Source: an optimization exercise on an open RTL-to-GDS flow (aim: small area). Production flows keep margins and buffers that such runs may drop. At most, simulation tests tie the RTL to the original design; equivalence was not proved. Power figures rest on the tool's default switching activity, not on a simulated workload.

## red
==> flow/design.v <==
module fpadd_top (
    input  wire        clk,
    input  wire [31:0] a,
    input  wire [31:0] b,
    output reg  [31:0] y
);
    reg  [31:0] a_q, b_q;
    wire        s_w;
    wire [7:0]  e_w;
    wire [22:0] f_w;
    fp_adder u_add (
        .sign1(a_q[31]), .sign2(b_q[31]),
        .exp1(a_q[30:23]), .exp2(b_q[30:23]),
        .frac1(a_q[22:0]), .frac2(b_q[22:0]),
        .sign_out(s_w), .exp_out(e_w), .frac_out(f_w)
    );
    always @(posedge clk) begin
        a_q <= a;
        b_q <= b;
        y   <= {s_w, e_w, f_w};
    end
endmodule

module fp_adder(
    input wire sign1,sign2,
    input wire[7:0] exp1,exp2,
    input wire [22:0] frac1,frac2,
    output wire sign_out,
    output wire [7:0] exp_out,
    output wire [22:0] frac_out
);
    wire [8:0] ed  = {1'b0,exp1} - {1'b0,exp2};
    wire       elt = ed[8];                  
    wire       eeq = ~|ed[7:0];
    wire       fgt = frac1 > frac2;
    wire       gt  = eeq ? fgt : ~elt;       
    wire [7:0] eb  = elt ? exp2 : exp1;
    wire [7:0] d   = elt ? (exp2 - exp1) : ed[7:0];
    wire       hi  = |d[7:5];
    wire        sb = gt ? sign1 : sign2;
    wire [23:0] fb = gt ? {1'b1,frac1} : {1'b1,frac2};
    wire [23:0] fs = gt ? {1'b1,frac2} : {1'b1,frac1};
    wire [23:0] r0 = (d[4] | hi) ? {16'd0, fs[23:16]} : fs;
    wire [23:0] r1 = (d[3] | hi) ? {8'd0, r0[23:8]} : r0;
    wire [23:0] r2 = d[2] ? {4'd0, r1[23:4]} : r1;
    wire [23:0] r3 = d[1] ? {2'd0, r2[23:2]} : r2;
    wire [23:0] fa = d[0] ? {1'd0, r3[23:1]} : r3;
    wire        sub = sign1 ^ sign2;
    wire [24:0] sum = {1'b0,fb} + {sub,fa ^ {24{sub}}} + {24'd0,sub};
    wire [31:0] x = {sum, 7'h00};
    wire [15:0] v1; wire [15:0] c1;
    genvar i;
    for (i=0;i<16;i=i+1) begin: l1
        assign v1[i] = x[2*i+1] | x[2*i];
        assign c1[i] = ~x[2*i+1];
    end
    wire [7:0] v2; wire [15:0] c2;
    for (i=0;i<8;i=i+1) begin: l2
        assign v2[i] = v1[2*i+1] | v1[2*i];
        assign c2[2*i+1:2*i] = v1[2*i+1] ? {1'b0, c1[2*i+1]} : {1'b1, c1[2*i]};
    end
    wire [3:0] v3; wire [11:0] c3;
    for (i=0;i<4;i=i+1) begin: l3
        assign v3[i] = v2[2*i+1] | v2[2*i];
        assign c3[3*i+2:3*i] = v2[2*i+1] ? {1'b0, c2[4*i+3:4*i+2]} : {1'b1, c2[4*i+1:4*i]};
    end
    wire [1:0] v4; wire [7:0] c4;
    for (i=0;i<2;i=i+1) begin: l4
        assign v4[i] = v3[2*i+1] | v3[2*i];
        assign c4[4*i+3:4*i] = v3[2*i+1] ? {1'b0, c3[6*i+5:6*i+3]} : {1'b1, c3[6*i+2:6*i]};
    end
    wire [4:0] z = v4[1] ? {1'b0, c4[7:4]} : {1'b1, c4[3:0]};
    wire [24:0] n0 = z[4] ? {sum[8:0], 16'd0} : sum;
    wire [24:0] n1 = z[3] ? {n0[16:0], 8'd0} : n0;
    wire [24:0] n2 = z[2] ? {n1[20:0], 4'd0} : n1;
    wire [24:0] n3 = z[1] ? {n2[22:0], 2'd0} : n2;
    wire [24:0] n4 = z[0] ? {n3[23:0], 1'd0} : n3;
    wire zero = ~(v4[1] | v4[0]);
    wire [9:0] re9 = {2'b0,eb} + 10'd1 - {5'b0,z};
    wire [7:0] re = re9[7:0];
    wire flush = zero | re9[9];
    assign sign_out = sb & ~zero;
    assign exp_out  = flush ? 8'd0 : re;
    assign frac_out = flush ? 23'd0 : n4[23:1];
endmodule
Settings: LEC_CHECK=0, CAP_MARGIN=20, CORE_MARGIN=2, CORE_UTILIZATION=55, CTS_BUF_LIST=sky130_fd_sc_hd__clkbuf_4 sky130_fd_sc_hd__clkbuf_8, SLEW_MARGIN=20; clock period 11.0 ns.
standard.sh (not shown) runs the stock make flow with config.mk's settings and CLKGATE_MAP_FILE= SYNTH_SCRIPT=/design/flow/synth_recipe.tcl, a recipe that flattens the netlist after the stock synthesis.
==> flow/flow/run.sh <==
#!/bin/bash
# Own layout flow: the standard ORFS flow, with three changes:
#  - synthesis maps the combinational logic with an area-oriented ABC script (flow/area.abc),
#    without the Kogge-Stone adder map and without full-adder extraction;
#  - port buffers use sky130_fd_sc_hd__buf_1;
#  - everything else (floorplan, tapcells, PDN, placement, CTS, routing) is the standard flow.
set -euo pipefail
W=$(pwd)
FLOWDIR=$W/flow
# synthesis script: ORFS synth.tcl with the abc call using our script
sed -e "s|log_cmd abc {\*}\$abc_args|log_cmd abc {*}[lreplace \$abc_args 1 1 $FLOWDIR/area.abc]|" \
  "$FLOW_HOME/scripts/synth.tcl" > "$W/own_synth_core.tcl"
grep -q "$FLOWDIR/area.abc" "$W/own_synth_core.tcl"
sed -e "s|source \$::env(SCRIPTS_DIR)/synth.tcl|source $W/own_synth_core.tcl|" \
  "$W/synth_recipe.tcl" > "$W/own_synth.tcl"
grep -q own_synth_core "$W/own_synth.tcl"
# further make variables, one NAME=value per line
EXTRA=()
if [[ -f "$FLOWDIR/extra.mk" ]]; then mapfile -t EXTRA < <(grep -v '^#' "$FLOWDIR/extra.mk" | grep .); fi
bash "$W/standard.sh" SYNTH_SCRIPT="$W/own_synth.tcl" ADDER_MAP_FILE= \
  SYNTH_OPERATIONS_ARGS="-noshare" BUFFER_PORTS_ARGS="-buffer_cell sky130_fd_sc_hd__buf_1" \
  "${EXTRA[@]}" finish > "$W/flow_make.log" 2>&1
==> flow/flow/area.abc <==
strash
ifraig
dch
amap
topo
stime -c
buffer -c
upsize -c
dnsize -c
==> flow/flow/extra.mk <==
CTS_ARGS=-sink_clustering_enable -repair_clock_nets -dont_use_dummy_load -buf_list {sky130_fd_sc_hd__clkbuf_4 sky130_fd_sc_hd__clkbuf_8}
Inputs modified between red and blue:
-- flow/design.v --
<<< red, line 33
    wire       elt = ed[8];                  
    wire       eeq = ~|ed[7:0];
    wire       fgt = frac1 > frac2;
    wire       gt  = eeq ? fgt : ~elt;       
    wire [7:0] eb  = elt ? exp2 : exp1;
>>> blue, line 33
    wire       elt = ed[8];                  
    wire       eeq = ~|ed[7:0];
    wire [23:0] ca = {1'b0,frac1} + {1'b0,~frac2};
    wire       fgt = ca[23];
    wire       gt  = eeq ? fgt : ~elt;       
    wire [7:0] eb  = elt ? exp2 : exp1;
blue completed every stage of the flow, and the final layout passed the timing, DRC and antenna checks.
The number of nets in the layout of red and that of blue are within noise of each other.
Compared with red, blue shows number of iterations in the first detailed-routing pass lower by 1.
From red to blue the numbers moved as follows: fmax went up by about 1.8%, number of clock-tree buffers in the layout has remained practically unchanged, mean instance size in the synthesized netlist flat, detailed placer's ending HPWL rose about 2.5%.
[compare] base=red new=blue: combinational power decreased 3.7%, depth of the worst register-to-register path decreased 6.
Peak supply drop came out lower on blue than on red.
Diff red -> blue: via count moved up; largest net degree at the start of global routing -4.1%.

========
Setup of amber:
Another version of the RTL of fpadd_top (not shown whole).
Size in the first run: about 96 flip-flops, ~97 I/O pins.
==> module fp_adder, before the edit <==
module fp_adder(
    input wire sign1,sign2,
    input wire[7:0] exp1,exp2,
    input wire [22:0] frac1,frac2,
    output wire sign_out,
    output wire [7:0] exp_out,
    output wire [22:0] frac_out
);
    wire [8:0] ed  = {1'b0,exp1} - {1'b0,exp2};
    wire       elt = ed[8];                  
    wire       eeq = ~|ed[7:0];
    wire [23:0] ca = {1'b0,frac1} + {1'b0,~frac2};  
    wire       fgt = ca[23];
    wire       gt  = eeq ? fgt : ~elt;       
    wire [7:0] eb  = elt ? exp2 : exp1;
    wire [7:0] d   = elt ? (exp2 - exp1) : ed[7:0];
    wire       hi  = |d[7:5];
    wire        sb = gt ? sign1 : sign2;
    wire [23:0] fb = gt ? {1'b1,frac1} : {1'b1,frac2};
    wire [23:0] fs = gt ? {1'b1,frac2} : {1'b1,frac1};
    wire [23:0] r0 = (d[4] | hi) ? {16'd0, fs[23:16]} : fs;
    wire [23:0] r1 = (d[3] | hi) ? {8'd0, r0[23:8]} : r0;
    wire [23:0] r2 = d[2] ? {4'd0, r1[23:4]} : r1;
    wire [23:0] r3 = d[1] ? {2'd0, r2[23:2]} : r2;
    wire [23:0] fa = d[0] ? {1'd0, r3[23:1]} : r3;
    wire        sub = sign1 ^ sign2;
    wire [24:0] sum = {1'b0,fb} + {sub,fa ^ {24{sub}}} + {24'd0,sub};
    wire [31:0] x = {sum, 7'h00};
    wire [15:0] v1; wire [15:0] c1;
    genvar i;
    for (i=0;i<16;i=i+1) begin: l1
        assign v1[i] = x[2*i+1] | x[2*i];
        assign c1[i] = ~x[2*i+1];
    end
    wire [7:0] v2; wire [15:0] c2;
    for (i=0;i<8;i=i+1) begin: l2
        assign v2[i] = v1[2*i+1] | v1[2*i];
        assign c2[2*i+1:2*i] = v1[2*i+1] ? {1'b0, c1[2*i+1]} : {1'b1, c1[2*i]};
    end
    wire [3:0] v3; wire [11:0] c3;
    for (i=0;i<4;i=i+1) begin: l3
        assign v3[i] = v2[2*i+1] | v2[2*i];
        assign c3[3*i+2:3*i] = v2[2*i+1] ? {1'b0, c2[4*i+3:4*i+2]} : {1'b1, c2[4*i+1:4*i]};
    end
    wire [1:0] v4; wire [7:0] c4;
    for (i=0;i<2;i=i+1) begin: l4
        assign v4[i] = v3[2*i+1] | v3[2*i];
        assign c4[4*i+3:4*i] = v3[2*i+1] ? {1'b0, c3[6*i+5:6*i+3]} : {1'b1, c3[6*i+2:6*i]};
    end
    wire [4:0] z = v4[1] ? {1'b0, c4[7:4]} : {1'b1, c4[3:0]};
    wire [24:0] n0 = z[4] ? {sum[8:0], 16'd0} : sum;
    wire [24:0] n1 = z[3] ? {n0[16:0], 8'd0} : n0;
    wire [24:0] n2 = z[2] ? {n1[20:0], 4'd0} : n1;
    wire [24:0] n3 = z[1] ? {n2[22:0], 2'd0} : n2;
    wire [24:0] n4 = z[0] ? {n3[23:0], 1'd0} : n3;
    wire zero = ~(v4[1] | v4[0]);               
    wire [9:0] re9 = {2'b0,eb} + 10'd1 - {5'b0,z};
    wire [7:0] re = re9[7:0];
    wire flush = zero | re9[9];                 
    assign sign_out = sb & ~zero;
    assign exp_out  = flush ? 8'd0 : re;
    assign frac_out = flush ? 23'd0 : n4[23:1];
endmodule
Settings: LEC_CHECK=0, CAP_MARGIN=20, CORE_MARGIN=2, CORE_UTILIZATION=55, CTS_BUF_LIST=sky130_fd_sc_hd__clkbuf_4 sky130_fd_sc_hd__clkbuf_8, SETUP_SLACK_MARGIN=-0.4, SLEW_MARGIN=20; clock period 11.0 ns.
==> flow/flow/run.sh <==
#!/bin/bash
# Own layout flow: the standard ORFS flow (standard.sh), with these changes:
#  - synthesis is ORFS's synth.tcl run through synth_recipe.tcl as usual (same passes, registers,
#    flattening and renaming), except that the combinational logic is mapped with the
#    area-oriented ABC script flow/area.abc, without the Kogge-Stone adder map and without
#    full-adder extraction;
#  - port buffers use sky130_fd_sc_hd__buf_1;
#  - flow/extra.mk adds make variables (one NAME=value per line), e.g. the CTS arguments;
#  - everything else (floorplan, tapcells, PDN, placement, CTS, routing) is the standard flow.
# All tool output goes to flow_make.log here and to ORFS's own logs under orfs/logs.
set -euo pipefail
W=$(pwd)
FLOWDIR=$W/flow
# synthesis script: ORFS synth.tcl with the abc call using our script
sed -e "s|log_cmd abc {\*}\$abc_args|log_cmd abc {*}[lreplace \$abc_args 1 1 $FLOWDIR/area.abc]|" \
  "$FLOW_HOME/scripts/synth.tcl" > "$W/own_synth_core.tcl"
grep -q "$FLOWDIR/area.abc" "$W/own_synth_core.tcl"
sed -e "s|source \$::env(SCRIPTS_DIR)/synth.tcl|source $W/own_synth_core.tcl|" \
  "$W/synth_recipe.tcl" > "$W/own_synth.tcl"
grep -q own_synth_core "$W/own_synth.tcl"
# further make variables, one NAME=value per line
EXTRA=()
if [[ -f "$FLOWDIR/extra.mk" ]]; then mapfile -t EXTRA < <(grep -v '^#' "$FLOWDIR/extra.mk" | grep .); fi
bash "$W/standard.sh" SYNTH_SCRIPT="$W/own_synth.tcl" ADDER_MAP_FILE= \
  SYNTH_OPERATIONS_ARGS="-noshare" BUFFER_PORTS_ARGS="-buffer_cell sky130_fd_sc_hd__buf_1" \
  "${EXTRA[@]}" finish > "$W/flow_make.log" 2>&1
==> flow/flow/area.abc <==
strash
ifraig
dch
amap
topo
stime -c
buffer -c
upsize -D 9000
dnsize -D 9000
Scripts as last shown in full above: flow/flow/extra.mk
Changes in juniper relative to amber:
--- a/flow/design.v
+++ b/flow/design.v
@@ -36,7 +36,7 @@
     wire       fgt = ca[23];
     wire       gt  = eeq ? fgt : ~elt;       
     wire [7:0] eb  = elt ? exp2 : exp1;
-    wire [7:0] d   = elt ? (exp2 - exp1) : ed[7:0];
+    wire [7:0] d   = (ed[7:0] ^ {8{elt}}) + {7'd0,elt};  
     wire       hi  = |d[7:5];
     wire        sb = gt ? sign1 : sign2;
     wire [23:0] fb = gt ? {1'b1,frac1} : {1'b1,frac2};
==> run notes <==
- Fraction of final layout cells sized beyond drive strength 1 in juniper vs amber: up 0.76 points
- Tightest hold margin: juniper better than amber
- amber leaves more setup margin than juniper.
- Summary of juniper over amber: count of filler cells inserted in the layout went down by 43, routed wire length down 4.6%, total number of vias shows a reduction of about 2.6%, half-perimeter wire length after placement decreased 490 um.
- Against amber, post-route standard cell area excluding fillers in juniper came out better.
- Lower die height among juniper and amber: juniper
- Overall power: juniper lower than amber
- Per the comparison of juniper with amber, simple-gate share of the synthesized area higher; overall die area went down.

========
## birch
Another version of the RTL of fpadd_top (not shown whole).
For scale: ~930 cells after synthesis, roughly 96 flip-flops.
==> module fp_adder, before the edit <==
module fp_adder(
    input wire sign1,sign2,
    input wire[7:0] exp1,exp2,
    input wire [22:0] frac1,frac2,
    output wire sign_out,
    output wire [7:0] exp_out,
    output wire [22:0] frac_out
);
    wire [8:0] ed  = {1'b0,exp1} - {1'b0,exp2};
    wire       elt = ed[8];                  
    wire       eeq = ~|ed[7:0];
    wire [23:0] ca = {1'b0,frac1} + {1'b0,~frac2};
    wire       fgt = ca[23];
    wire       gt  = eeq ? fgt : ~elt;       
    wire [7:0] eb  = gt ? exp1 : exp2;
    wire [7:0] d   = elt ? (exp2 - exp1) : ed[7:0];
    wire       hi  = |d[7:5];
    wire        sb = gt ? sign1 : sign2;
    wire [23:0] fb = gt ? {1'b1,frac1} : {1'b1,frac2};
    wire [23:0] fs = gt ? {1'b1,frac2} : {1'b1,frac1};
    wire [23:0] r0 = (d[4] | hi) ? {16'd0, fs[23:16]} : fs;
    wire [23:0] r1 = (d[3] | hi) ? {8'd0, r0[23:8]} : r0;
    wire [23:0] r2 = d[2] ? {4'd0, r1[23:4]} : r1;
    wire [23:0] r3 = d[1] ? {2'd0, r2[23:2]} : r2;
    wire [23:0] fa = d[0] ? {1'd0, r3[23:1]} : r3;
    wire        sub = sign1 ^ sign2;
    wire [24:0] sum = {1'b0,fb} + {sub,fa ^ {24{sub}}} + {24'd0,sub};
    wire [31:0] x = {sum, 7'h00};
    wire [15:0] v1; wire [15:0] c1;
    genvar i;
    for (i=0;i<16;i=i+1) begin: l1
        assign v1[i] = x[2*i+1] | x[2*i];
        assign c1[i] = ~x[2*i+1];
    end
    wire [7:0] v2; wire [15:0] c2;
    for (i=0;i<8;i=i+1) begin: l2
        assign v2[i] = v1[2*i+1] | v1[2*i];
        assign c2[2*i+1:2*i] = v1[2*i+1] ? {1'b0, c1[2*i+1]} : {1'b1, c1[2*i]};
    end
    wire [3:0] v3; wire [11:0] c3;
    for (i=0;i<4;i=i+1) begin: l3
        assign v3[i] = v2[2*i+1] | v2[2*i];
        assign c3[3*i+2:3*i] = v2[2*i+1] ? {1'b0, c2[4*i+3:4*i+2]} : {1'b1, c2[4*i+1:4*i]};
    end
    wire [1:0] v4; wire [7:0] c4;
    for (i=0;i<2;i=i+1) begin: l4
        assign v4[i] = v3[2*i+1] | v3[2*i];
        assign c4[4*i+3:4*i] = v3[2*i+1] ? {1'b0, c3[6*i+5:6*i+3]} : {1'b1, c3[6*i+2:6*i]};
    end
    wire [4:0] z = v4[1] ? {1'b0, c4[7:4]} : {1'b1, c4[3:0]};
    wire [24:0] n0 = z[4] ? {sum[8:0], 16'd0} : sum;
    wire [24:0] n1 = z[3] ? {n0[16:0], 8'd0} : n0;
    wire [24:0] n2 = z[2] ? {n1[20:0], 4'd0} : n1;
    wire [24:0] n3 = z[1] ? {n2[22:0], 2'd0} : n2;
    wire [24:0] n4 = z[0] ? {n3[23:0], 1'd0} : n3;
    wire zero = ~(v4[1] | v4[0]);
    wire [9:0] re9 = {2'b0,eb} + 10'd1 - {5'b0,z};
    wire [7:0] re = re9[7:0];
    wire flush = zero | re9[9];
    assign sign_out = sb & ~zero;
    assign exp_out  = flush ? 8'd0 : re;
    assign frac_out = flush ? 23'd0 : n4[23:1];
endmodule
clock: 11.0 ns
lec_check: 0
cap_margin: 20
core_margin: 2
core_utilization: 55
cts_buf_list: sky130_fd_sc_hd__clkbuf_4 sky130_fd_sc_hd__clkbuf_8
setup_slack_margin: -0.4
slew_margin: 20
Scripts as last shown in full above: flow/flow/run.sh, flow/flow/area.abc, flow/flow/extra.mk
Input-level comparison between pine and birch:
diff --git a/flow/design.v b/flow/design.v
--- a/flow/design.v
+++ b/flow/design.v
@@ -36,6 +36,6 @@
     wire       fgt = ca[23];
     wire       gt  = eeq ? fgt : ~elt;       
-    wire [7:0] eb  = gt ? exp1 : exp2;
-    wire [7:0] d   = elt ? (exp2 - exp1) : ed[7:0];
+    wire [7:0] eb  = elt ? exp2 : exp1;
+    wire [7:0] d   = (ed[7:0] ^ {8{elt}}) + {7'd0,elt};
     wire       hi  = |d[7:5];
     wire        sb = gt ? sign1 : sign2;
==> run notes <==
birch: all stages complete, timing, DRC and antenna checks passed
pine | status: complete | timing, DRC, antenna: pass
In the flow results for pine and birch, the critical path depth is smaller on birch.
Number of flops mapped to enable cells by yosys came out exactly the same in pine and birch.
Diff pine..birch | floorplan row count | unchanged
When pine is measured against birch, its netlist area before placement turns out about 0.6% lower.
Delta (pine minus birch): post-detailed-routing wire length fell by 7.3%; horizontal die dimension comparable; worst slack after detailed placement went up; final cell count went down by about 1%.
pine vs. birch: sequential share of layout area now sits higher; synthesis-to-finish area growth now sits at about the same level.
Diff birch -> pine: total power density per cell area went down; cell area after layout went down; area share of and/or/nand/nor cells after synthesis went up; combinational fraction of design power went down.
No functional check of the RTL was part of any run of this note.

port drivers added, routing unchanged:
The results above use ideal ports. As a check the final layouts listed here were re-extracted and re-timed, cells and wires unchanged. Step 1 (the two cells are an assumption about what drives the block):
set clk [get_ports {clk}]
set_driving_cell -lib_cell sky130_fd_sc_hd__clkbuf_16 $clk
set_driving_cell -lib_cell sky130_fd_sc_hd__buf_2 [delete_from_list [all_inputs] $clk]
Step 2 also shifts input and output timing later by t, the mid clock arrival at the registers, as if the neighbouring blocks saw the same clock. a / b / c = ideal ports / drivers / drivers and shift; a / b = the first two.
run | t (ns) | setup slack, ns | worst setup path at the end | latest minus earliest clock arrival (ns) | cell pins on the clock port's net
red | 0.412 | 0.905 / 0.905 / 0.905 | register to register | 0.018 / 0.017 | 1
blue | 0.399 | 1.080 / 1.080 / 1.080 | register to register | 0.021 / 0.021 | 1
amber | 0.417 | 0.586 / 0.586 / 0.586 | register to register | 0.021 / 0.020 | 1
juniper | 0.406 | 0.515 / 0.515 / 0.515 | register to register | 0.026 / 0.026 | 1
birch | 0.411 | 0.472 / 0.472 / 0.472 | register to register | 0.023 / 0.022 | 1
pine | 0.406 | 0.515 / 0.515 / 0.515 | register to register | 0.026 / 0.026 | 1
After both steps every run listed still meets setup and hold.
